From an optimization exercise on the open Yosys and OpenROAD flow, aimed at small area and a short achievable clock period; shortcuts taken in it are not production practice.
RTL that was checked went through simulation tests only; none was proved equivalent to the original.
Power is estimated from default activity; no workload was simulated.

## add1
module add1(
	input clk,
	input operation,
	input [15:0] x,y,
	output [15:0] z,
	input [2:0]counter
	);
wire xs = x[15], ys = y[15];
wire [4:0] xe = x[14:10], ye = y[14:10];
wire [10:0] X = {1'b1, x[9:0]};
wire [10:0] Y = {1'b1, y[9:0]};
reg z_sign;
reg [4:0] z_exp;
reg [9:0] z_m;
assign z = {z_sign, z_exp, z_m};
wire [9:0] xm = x[9:0], ym = y[9:0];
wire ppn0_0 = ~(xm[0] & ym[0]);
wire ppn0_1 = ~(xm[0] & ym[1]);
wire ppn0_2 = ~(xm[0] & ym[2]);
wire ppn0_3 = ~(xm[0] & ym[3]);
wire ppn0_4 = ~(xm[0] & ym[4]);
wire ppn0_5 = ~(xm[0] & ym[5]);
wire ppn0_6 = ~(xm[0] & ym[6]);
wire ppn0_7 = ~(xm[0] & ym[7]);
wire ppn0_8 = ~(xm[0] & ym[8]);
wire ppn0_9 = ~(xm[0] & ym[9]);
wire ppn1_0 = ~(xm[1] & ym[0]);
wire ppn1_1 = ~(xm[1] & ym[1]);
wire ppn1_2 = ~(xm[1] & ym[2]);
wire ppn1_3 = ~(xm[1] & ym[3]);
wire ppn1_4 = ~(xm[1] & ym[4]);
wire ppn1_5 = ~(xm[1] & ym[5]);
wire ppn1_6 = ~(xm[1] & ym[6]);
wire ppn1_7 = ~(xm[1] & ym[7]);
wire ppn1_8 = ~(xm[1] & ym[8]);
wire ppn1_9 = ~(xm[1] & ym[9]);
wire ppn2_0 = ~(xm[2] & ym[0]);
wire ppn2_1 = ~(xm[2] & ym[1]);
wire ppn2_2 = ~(xm[2] & ym[2]);
wire ppn2_3 = ~(xm[2] & ym[3]);
wire ppn2_4 = ~(xm[2] & ym[4]);
wire ppn2_5 = ~(xm[2] & ym[5]);
wire ppn2_6 = ~(xm[2] & ym[6]);
wire ppn2_7 = ~(xm[2] & ym[7]);
wire ppn2_8 = ~(xm[2] & ym[8]);
wire ppn2_9 = ~(xm[2] & ym[9]);
wire ppn3_0 = ~(xm[3] & ym[0]);
wire ppn3_1 = ~(xm[3] & ym[1]);
wire ppn3_2 = ~(xm[3] & ym[2]);
wire ppn3_3 = ~(xm[3] & ym[3]);
wire ppn3_4 = ~(xm[3] & ym[4]);
wire ppn3_5 = ~(xm[3] & ym[5]);
wire ppn3_6 = ~(xm[3] & ym[6]);
wire ppn3_7 = ~(xm[3] & ym[7]);
wire ppn3_8 = ~(xm[3] & ym[8]);
wire ppn3_9 = ~(xm[3] & ym[9]);
wire ppn4_0 = ~(xm[4] & ym[0]);
wire ppn4_1 = ~(xm[4] & ym[1]);
wire ppn4_2 = ~(xm[4] & ym[2]);
wire ppn4_3 = ~(xm[4] & ym[3]);
wire ppn4_4 = ~(xm[4] & ym[4]);
wire ppn4_5 = ~(xm[4] & ym[5]);
wire ppn4_6 = ~(xm[4] & ym[6]);
wire ppn4_7 = ~(xm[4] & ym[7]);
wire ppn4_8 = ~(xm[4] & ym[8]);
wire ppn4_9 = ~(xm[4] & ym[9]);
wire ppn5_0 = ~(xm[5] & ym[0]);
wire ppn5_1 = ~(xm[5] & ym[1]);
wire ppn5_2 = ~(xm[5] & ym[2]);
wire ppn5_3 = ~(xm[5] & ym[3]);
wire ppn5_4 = ~(xm[5] & ym[4]);
wire ppn5_5 = ~(xm[5] & ym[5]);
wire ppn5_6 = ~(xm[5] & ym[6]);
  ...
For scale: about 1000 cells after synthesis, ~53 I/O pins.
Settings: LEC_CHECK=0, CAP_MARGIN=20, CORE_MARGIN=2, CORE_UTILIZATION=60, PLACE_DENSITY=0.75, SETUP_SLACK_MARGIN=1.5, SLEW_MARGIN=20; clock period 8.5 ns.
standard.sh (not shown) runs the stock make flow with config.mk's settings and CLKGATE_MAP_FILE= SYNTH_SCRIPT=/design/flow/synth_recipe.tcl, a recipe that flattens the netlist after the stock synthesis.
==> flow/flow/run.sh <==
#!/bin/bash
# Own layout flow: the standard ORFS flow (standard.sh) with these changes:
#  - synthesis is synth_recipe.tcl with ORFS synth.tcl patched by flow/patch_synth.py:
#    the RTL's full adder module add1_fa becomes the library full adder cell, no other
#    adder extraction, modules kept apart until after ABC (synth_recipe.tcl flattens them
#    at the end), and ABC maps add1_mcpa (the multiplier's final adder) with
#    flow/abc_fast.script and the rest with flow/abc.script;
#  - ports are buffered with sky130_fd_sc_hd__buf_1.
# The registers and their names are those of the standard synthesis.
# Each tool's output goes to a log in this folder (and ORFS's own logs under orfs/logs).
set -euo pipefail
W=$PWD
python3 flow/patch_synth.py "$FLOW_HOME/scripts/synth.tcl" "$W/flow_synth_mod.tcl" > patch.log 2>&1
sed "s#source \$::env(SCRIPTS_DIR)/synth.tcl#source $W/flow_synth_mod.tcl#" synth_recipe.tcl > flow_synth.tcl
grep -q "flow_synth_mod.tcl" flow_synth.tcl
export MY_ABC_SCRIPT=$W/flow/abc.script
export MY_ABC_SCRIPT_FAST=$W/flow/abc_fast.script
export MY_FAST_MODULES=add1_mcpa
bash standard.sh SYNTH_SCRIPT=$W/flow_synth.tcl synth > flow_synth.log 2>&1
bash standard.sh SYNTH_SCRIPT=$W/flow_synth.tcl "BUFFER_PORTS_ARGS=-buffer_cell sky130_fd_sc_hd__buf_1" finish > flow_layout.log 2>&1
test -f out/final.def
Other scripts of this flow, unchanged in this note and not shown: flow/flow/abc.script, flow/flow/abc_fast.script, flow/flow/patch_synth.py
Next try:
--- a/flow/design.v
+++ b/flow/design.v
@@ -296,28 +296,27 @@
 wire tn179, tn180;
 add1_fa u_tn179 (.A(xmn[9]), .B(ymn[9]), .CIN(tn144), .COUT(tn180), .SUM(tn179));
 wire [21:0] mr0 = {1'b0, ~tn180, ~tn178, ~tn176, ~tn174, ~tn172, ~tn170, ~tn168, ~tn166, ~tn164, ~tn162, ~tn160, ~tn158, ~tn156, ~tn154, ~tn152, ~tn150, ~tn148, ~tn146, ~ppn2_0, ~ppn0_1, ~ppn0_0};
 wire [21:0] mr1 = {1'b0, 1'b1, ~tn179, ~tn177, ~tn175, ~tn173, ~tn171, ~tn169, ~tn167, ~tn165, ~tn163, ~tn161, ~tn159, ~tn157, ~tn155, ~tn153, ~tn151, ~tn149, ~tn147, ~tn145, ~ppn1_0, 1'b0};
 wire [4:0] m_e0 = xe + ye + 5'd17;
 wire [4:0] m_e1 = xe + ye + 5'd18;
 wire [9:0] m_man;
 wire [4:0] m_exp;
 add1_mcpa u_mcpa (.mr0(mr0), .mr1(mr1), .e0(m_e0), .e1(m_e1), .m_man(m_man), .m_exp(m_exp));
 wire m_zero = (x == 16'h0000) | (y == 16'h0000);
 wire [5:0] dxy = {1'b0, xe} - {1'b0, ye};
-wire [5:0] dyx = {1'b0, ye} - {1'b0, xe};
-wire gt = dyx[5];                  
-wire lt = dxy[5] ;                  
-wire [4:0] sh = lt ? dyx[4:0] : dxy[4:0];
+wire lt = dxy[5];                           
+wire gt = ~dxy[5] & (dxy[4:0] != 5'd0);     
+wire [4:0] dyxm1 = ~dxy[4:0];
 wire [10:0] B = lt ? Y : X;
-wire [10:0] Xsh = X >> dyx[4:0];
+wire [10:0] Xsh = {1'b0, X[10:1]} >> dyxm1;
 wire [10:0] Ysh = Y >> dxy[4:0];
 wire [10:0] S = lt ? Xsh : Ysh;
 wire [4:0] ea = lt ? ye : xe;
 wire sa = gt ? xs : (lt ? ys : 1'b0);
 wire negB = lt ? ys : xs;
 wire diff = xs ^ ys;
 wire invS = diff & negB;        
 wire invB = diff & ~negB;       
 wire cin = diff;
 wire [11:0] Sx = {1'b0, S} ^ {12{invS}};
 wire [11:0] Ba = {1'b0, B} ^ {12{invB}};
@@ -379,23 +378,23 @@
 wire ac_G2_7 = ac_G1_7 | (ac_P1_7 & ac_G1_3);
 wire ac_P2_7 = ac_P1_7 & ac_P1_3;
 wire ac_G3_8 = ac_g8 | (ac_p8 & ac_G2_7);
 wire ac_P3_8 = ac_p8 & ac_P2_7;
 wire ac_G3_9 = ac_G0_9 | (ac_P0_9 & ac_G2_7);
 wire ac_P3_9 = ac_P0_9 & ac_P2_7;
 wire ac_G3_10 = ac_G1_10 | (ac_P1_10 & ac_G2_7);
 wire ac_P3_10 = ac_P1_10 & ac_P2_7;
 wire ac_G3_11 = ac_G1_11 | (ac_P1_11 & ac_G2_7);
 wire ac_P3_11 = ac_P1_11 & ac_P2_7;
 wire [11:0] sum = {(ac_p11 ^ ac_G3_10), (ac_p10 ^ ac_G3_9), (ac_p9 ^ ac_G3_8), (ac_p8 ^ ac_G2_7), (ac_p7 ^ ac_G2_6), (ac_p6 ^ ac_G2_5), (ac_p5 ^ ac_G2_4), (ac_p4 ^ ac_G1_3), (ac_p3 ^ ac_G1_2), (ac_p2 ^ ac_G0_1), (ac_p1 ^ ac_G0c), (ac_p0 ^ cin)};
-wire Szero = (sh > 5'd10);
+wire Szero = lt ? (dyxm1 > 5'd9) : (dxy[4:0] > 5'd10);
 wire [11:0] H = {sum[11] & ~(invB & Szero), sum[10:0]};
 reg [9:0] a_man;
 reg [4:0] a_exp;
 reg a_keep;
 always @* begin
 	a_keep = 1'b0;
 	a_man = H[9:0];
 	a_exp = ea;
 	if (H[11]) begin
 		a_man = H[10:1] + {9'd0, H[0]};
 		a_exp = ea + 5'd1;
First-iteration DRC count drops by 3.1%.
Core utilization goes down by 0.42 points.
Sequential power stays flat.
Synthesized area drops by 2.6%.
Global-route usage increases by 0.25 points.
Critical path depth goes up by 17.
Cell area falls by 1.9%.
Via count drops by 1.7%.
Maximum frequency falls by 1.1%.
Total power fell by 1.2%.
Synthesized cell count is lower by 4.8%.
Cell count came out lower by 3.5%.
Die area shrinks by 2.5%.

Setup of run a:
add1, a different RTL version from the one above (not shown whole).
Size in the first run: about 950 cells after synthesis, ~16 flip-flops, about 53 I/O pins, about 6300 sq um of cells after synthesis.
Design add1, start of the top module:
module add1(
	input clk,
	input operation,
	input [15:0] x,y,
	output [15:0] z,
	input [2:0]counter
	);
clock: 8.5 ns
lec_check: 0
cap_margin: 20
core_margin: 2
core_utilization: 40
place_density: 0.6
slew_margin: 20
==> flow/flow/abc.script <==
strash
dch
map -D 4500
buffer -c
topo
stime -c
upsize -c
dnsize -c
==> flow/flow/abc_fast.script <==
strash
dch
map -D 1500
buffer -c
topo
stime -c
upsize -c
dnsize -c
==> flow/flow/patch_synth.py <==
import sys
s = open(sys.argv[1]).read()
def rep(old, new):
    global s
    assert s.count(old) == 1, old
    s = s.replace(old, new)
# the design's full adder module (add1_fa) becomes the library's full adder cell
rep("hierarchy -check -top $::env(DESIGN_NAME)\n",
    "hierarchy -check -top $::env(DESIGN_NAME)\n"
    "chtype -map add1_fa sky130_fd_sc_hd__fa_1\n"
    "hierarchy -check -top $::env(DESIGN_NAME)\n")
# keep the design's modules apart until after ABC (synth_recipe.tcl flattens at the end)
rep("  synth -flatten -run :fine {*}$synth_full_args\n", "  synth -run :fine {*}$synth_full_args\n")
# no other adder extraction
rep("  extract_fa {*}[dont_use_extract_fa_args]\n", "")
# final ABC mapping: the fast modules with one script, the rest with another
rep("  log_cmd abc {*}$abc_args\n",
    "  foreach m $::env(MY_FAST_MODULES) {\n"
    "    log_cmd abc {*}[lreplace $abc_args 1 1 $::env(MY_ABC_SCRIPT_FAST)] $m\n"
    "  }\n"
    "  log_cmd abc {*}[lreplace $abc_args 1 1 $::env(MY_ABC_SCRIPT)] $::env(DESIGN_NAME)\n")
open(sys.argv[2], 'w').write(s)
Scripts as last shown in full above: flow/flow/run.sh
Input-level comparison between run b and run a:
diff --git a/flow/design.v b/flow/design.v
--- a/flow/design.v
+++ b/flow/design.v
@@ -304,27 +304,28 @@
 add1_mcpa u_mcpa (.mr0(mr0), .mr1(mr1), .e0(m_e0), .e1(m_e1), .m_man(m_man), .m_exp(m_exp));
 wire m_zero = (x == 16'h0000) | (y == 16'h0000);
 wire [5:0] dxy = {1'b0, xe} - {1'b0, ye};
 wire [5:0] dyx = {1'b0, ye} - {1'b0, xe};
 wire gt = dyx[5];                  
 wire lt = dxy[5] ;                  
 wire [4:0] sh = lt ? dyx[4:0] : dxy[4:0];
 wire [10:0] B = lt ? Y : X;
-wire [10:0] Sm = lt ? X : Y;
-wire [10:0] S = Sm >> sh;
+wire [10:0] Xsh = X >> dyx[4:0];
+wire [10:0] Ysh = Y >> dxy[4:0];
+wire [10:0] S = lt ? Xsh : Ysh;
 wire [4:0] ea = lt ? ye : xe;
 wire sa = gt ? xs : (lt ? ys : 1'b0);
 wire negB = lt ? ys : xs;
 wire diff = xs ^ ys;
-wire inv = diff;                
-wire cin = diff & negB;         
-wire oinv = diff & ~negB;       
-wire [11:0] Sx = {1'b0, S} ^ {12{inv}};
-wire [11:0] Ba = {1'b0, B};
+wire invS = diff & negB;        
+wire invB = diff & ~negB;       
+wire cin = diff;
+wire [11:0] Sx = {1'b0, S} ^ {12{invS}};
+wire [11:0] Ba = {1'b0, B} ^ {12{invB}};
 wire ac_g0 = Ba[0] & Sx[0];
 wire ac_p0 = Ba[0] ^ Sx[0];
 wire ac_g1 = Ba[1] & Sx[1];
 wire ac_p1 = Ba[1] ^ Sx[1];
 wire ac_g2 = Ba[2] & Sx[2];
 wire ac_p2 = Ba[2] ^ Sx[2];
 wire ac_g3 = Ba[3] & Sx[3];
 wire ac_p3 = Ba[3] ^ Sx[3];
@@ -381,19 +382,18 @@
 wire ac_P3_8 = ac_p8 & ac_P2_7;
 wire ac_G3_9 = ac_G0_9 | (ac_P0_9 & ac_G2_7);
 wire ac_P3_9 = ac_P0_9 & ac_P2_7;
 wire ac_G3_10 = ac_G1_10 | (ac_P1_10 & ac_G2_7);
 wire ac_P3_10 = ac_P1_10 & ac_P2_7;
 wire ac_G3_11 = ac_G1_11 | (ac_P1_11 & ac_G2_7);
 wire ac_P3_11 = ac_P1_11 & ac_P2_7;
 wire [11:0] sum = {(ac_p11 ^ ac_G3_10), (ac_p10 ^ ac_G3_9), (ac_p9 ^ ac_G3_8), (ac_p8 ^ ac_G2_7), (ac_p7 ^ ac_G2_6), (ac_p6 ^ ac_G2_5), (ac_p5 ^ ac_G2_4), (ac_p4 ^ ac_G1_3), (ac_p3 ^ ac_G1_2), (ac_p2 ^ ac_G0_1), (ac_p1 ^ ac_G0c), (ac_p0 ^ cin)};
-wire [11:0] H0 = sum ^ {12{oinv}};
-wire Szero = (S == 11'd0);
-wire [11:0] H = {H0[11] & ~(oinv & Szero), H0[10:0]};
+wire Szero = (sh > 5'd10);
+wire [11:0] H = {sum[11] & ~(invB & Szero), sum[10:0]};
 reg [9:0] a_man;
 reg [4:0] a_exp;
 reg a_keep;
 always @* begin
 	a_keep = 1'b0;
 	a_man = H[9:0];
 	a_exp = ea;
 	if (H[11]) begin
Relative to run a, number of buffer and inverter instances along the worst setup path has decreased by 1 in run b. Data arrival at the endpoint of the critical path (higher): run a. The multiplexer share of the synthesized area on run b is in line with that on run a. Against run a, run b reports a internal power that is lower. Delta (run b minus run a): gate count after technology mapping picked up an extra 8.5%; post-route worst setup slack rose 0.30 ns; number of endpoints with negative hold slack in the final report now sits at about the same level. Run b gives less power in sequential cells than run a did. Going from run a to run b, the sequential share of layout area was found to have gone down by 0.41 points.
The RTL of run a was laid out without a check of its function.

== JK ==
add1, a different RTL version from the one above (not shown whole).
Size in the first run: about 16 flip-flops, roughly 53 I/O pins.
==> flow/config.mk <==
export PLATFORM = sky130hd
export DESIGN_NAME = add1
export DESIGN_NICKNAME = add1
export VERILOG_FILES = /design/flow/design.v
export SDC_FILE = /design/flow/constraint.sdc
export NUM_CORES = 4
export LEC_CHECK = 0
export CAP_MARGIN = 20
export CORE_MARGIN = 2
export CORE_UTILIZATION = 60
export PLACE_DENSITY = 0.75
export SETUP_SLACK_MARGIN = 2.0
export SLEW_MARGIN = 20
==> flow/constraint.sdc <==
create_clock -name core_clock -period 8.5 [get_ports {clk}]
set_input_delay 1.7000 -clock core_clock [delete_from_list [all_inputs] [get_ports {clk}]]
set_output_delay 1.7000 -clock core_clock [all_outputs]
set_load 0.01 [all_outputs]
Scripts as last shown in full above: flow/flow/run.sh, flow/flow/abc.script, flow/flow/abc_fast.script, flow/flow/patch_synth.py
Edits applied to the flow inputs when going from JK to MS:
diff --git a/flow/design.v b/flow/design.v
--- a/flow/design.v
+++ b/flow/design.v
@@ -292,19 +292,19 @@
 wire tn175, tn176;
 add1_fa u_tn175 (.A(tn111), .B(tn140), .CIN(tn141), .COUT(tn176), .SUM(tn175));
 wire tn177, tn178;
 add1_fa u_tn177 (.A(tn112), .B(tn142), .CIN(tn143), .COUT(tn178), .SUM(tn177));
 wire tn179, tn180;
 add1_fa u_tn179 (.A(xmn[9]), .B(ymn[9]), .CIN(tn144), .COUT(tn180), .SUM(tn179));
-wire [21:0] mr0n = {1'b1, tn180, tn178, tn176, tn174, tn172, tn170, tn168, tn166, tn164, tn162, tn160, tn158, tn156, tn154, tn152, tn150, tn148, tn146, ppn2_0, ppn0_1, ppn0_0};
-wire [21:0] mr1n = {1'b1, 1'b0, tn179, tn177, tn175, tn173, tn171, tn169, tn167, tn165, tn163, tn161, tn159, tn157, tn155, tn153, tn151, tn149, tn147, tn145, ppn1_0, 1'b1};
+wire [21:0] mr0 = {1'b0, ~tn180, ~tn178, ~tn176, ~tn174, ~tn172, ~tn170, ~tn168, ~tn166, ~tn164, ~tn162, ~tn160, ~tn158, ~tn156, ~tn154, ~tn152, ~tn150, ~tn148, ~tn146, ~ppn2_0, ~ppn0_1, ~ppn0_0};
+wire [21:0] mr1 = {1'b0, 1'b1, ~tn179, ~tn177, ~tn175, ~tn173, ~tn171, ~tn169, ~tn167, ~tn165, ~tn163, ~tn161, ~tn159, ~tn157, ~tn155, ~tn153, ~tn151, ~tn149, ~tn147, ~tn145, ~ppn1_0, 1'b0};
 wire [4:0] m_e0 = xe + ye + 5'd17;
 wire [4:0] m_e1 = xe + ye + 5'd18;
 wire [9:0] m_man;
 wire [4:0] m_exp;
-add1_mcpa u_mcpa (.mr0n(mr0n), .mr1n(mr1n), .e0(m_e0), .e1(m_e1), .m_man(m_man), .m_exp(m_exp));
+add1_mcpa u_mcpa (.mr0(mr0), .mr1(mr1), .e0(m_e0), .e1(m_e1), .m_man(m_man), .m_exp(m_exp));
 wire m_zero = (x == 16'h0000) | (y == 16'h0000);
 wire [5:0] dxy = {1'b0, xe} - {1'b0, ye};
 wire lt = dxy[5];                           
 wire gt = ~dxy[5] & (dxy[4:0] != 5'd0);     
 wire [4:0] dyxm1 = ~dxy[4:0];
 wire [10:0] B = lt ? Y : X;
@@ -428,15 +428,14 @@
 			if (a_zero) z_m <= 10'd0;
 			else if (!a_keep) z_m <= a_man;
 		end
 	end
 end
 endmodule
-module add1_mcpa(input [21:0] mr0n, input [21:0] mr1n, input [4:0] e0, input [4:0] e1,
+module add1_mcpa(input [21:0] mr0, input [21:0] mr1, input [4:0] e0, input [4:0] e1,
                  output [9:0] m_man, output [4:0] m_exp);
-wire [21:0] mr0 = ~mr0n, mr1 = ~mr1n;
 wire mc_g0 = mr0[0] & mr1[0];
 wire mc_p0 = mr0[0] ^ mr1[0];
 wire mc_g1 = mr0[1] & mr1[1];
 wire mc_p1 = mr0[1] ^ mr1[1];
 wire mc_g2 = mr0[2] & mr1[2];
 wire mc_p2 = mr0[2] ^ mr1[2];
--- outcome ---
The area inside the core boundary of MS was inferior to that of JK. The run showing the greater maximum frequency is MS. MS vs JK: hold slack down. Compared to JK, MS was floorplanned on a bigger die. For the detailed-route wire length, MS came in about 11% lower than JK did. Non-clock buffer area fraction after layout in MS vs JK: down 3.8 points. JK → MS: post-layout total power decreased by 0.00029 W relative to the old numbers, global-route usage decreased by 1.8 points relative to the old numbers, data arrival time of the worst path decreased by 0.27 ns relative to the old numbers, internal power decreased by 13% relative to the old numbers.

what the ideal ports hide:
No port has a modelled driver above. Below, the same layouts with a new extraction and two added sets of constraints.
Step 1 assumes that a clkbuf_16 drives the clock port and a buf_2 every other input.
Step 2, shift: input delay + t, output delay - t, t = (earliest + latest rising clock arrival at the registers) / 2. This alone moves slack from input paths to output paths.
a / b / c = ideal / step 1 / step 2; a / b = the first two.
run | shift t [ns] | slack for setup (ns) | clock arrival spread, ns
the first run of note 1 | 0.258 | 1.922 / 1.915 / 1.657 | 0.008 / 0.007
the second run of note 1 | 0.274 | 1.846 / 1.848 / 1.574 | 0.006 / 0.006
run a | 0.273 | 0.862 / 0.857 / 0.585 | 0.002 / 0.003
run b | 0.264 | 1.162 / 1.160 / 0.896 | 0.002 / 0.002
JK | 0.271 | 1.999 / 1.953 / 1.682 | 0.003 / 0.004
MS | 0.276 | 2.269 / 2.273 / 1.997 | 0.006 / 0.006
After both steps every run listed still meets setup and hold. For JK, which loses most, drivers alone change the setup slack by -0.046 ns; drivers and shift together by -0.317 ns.
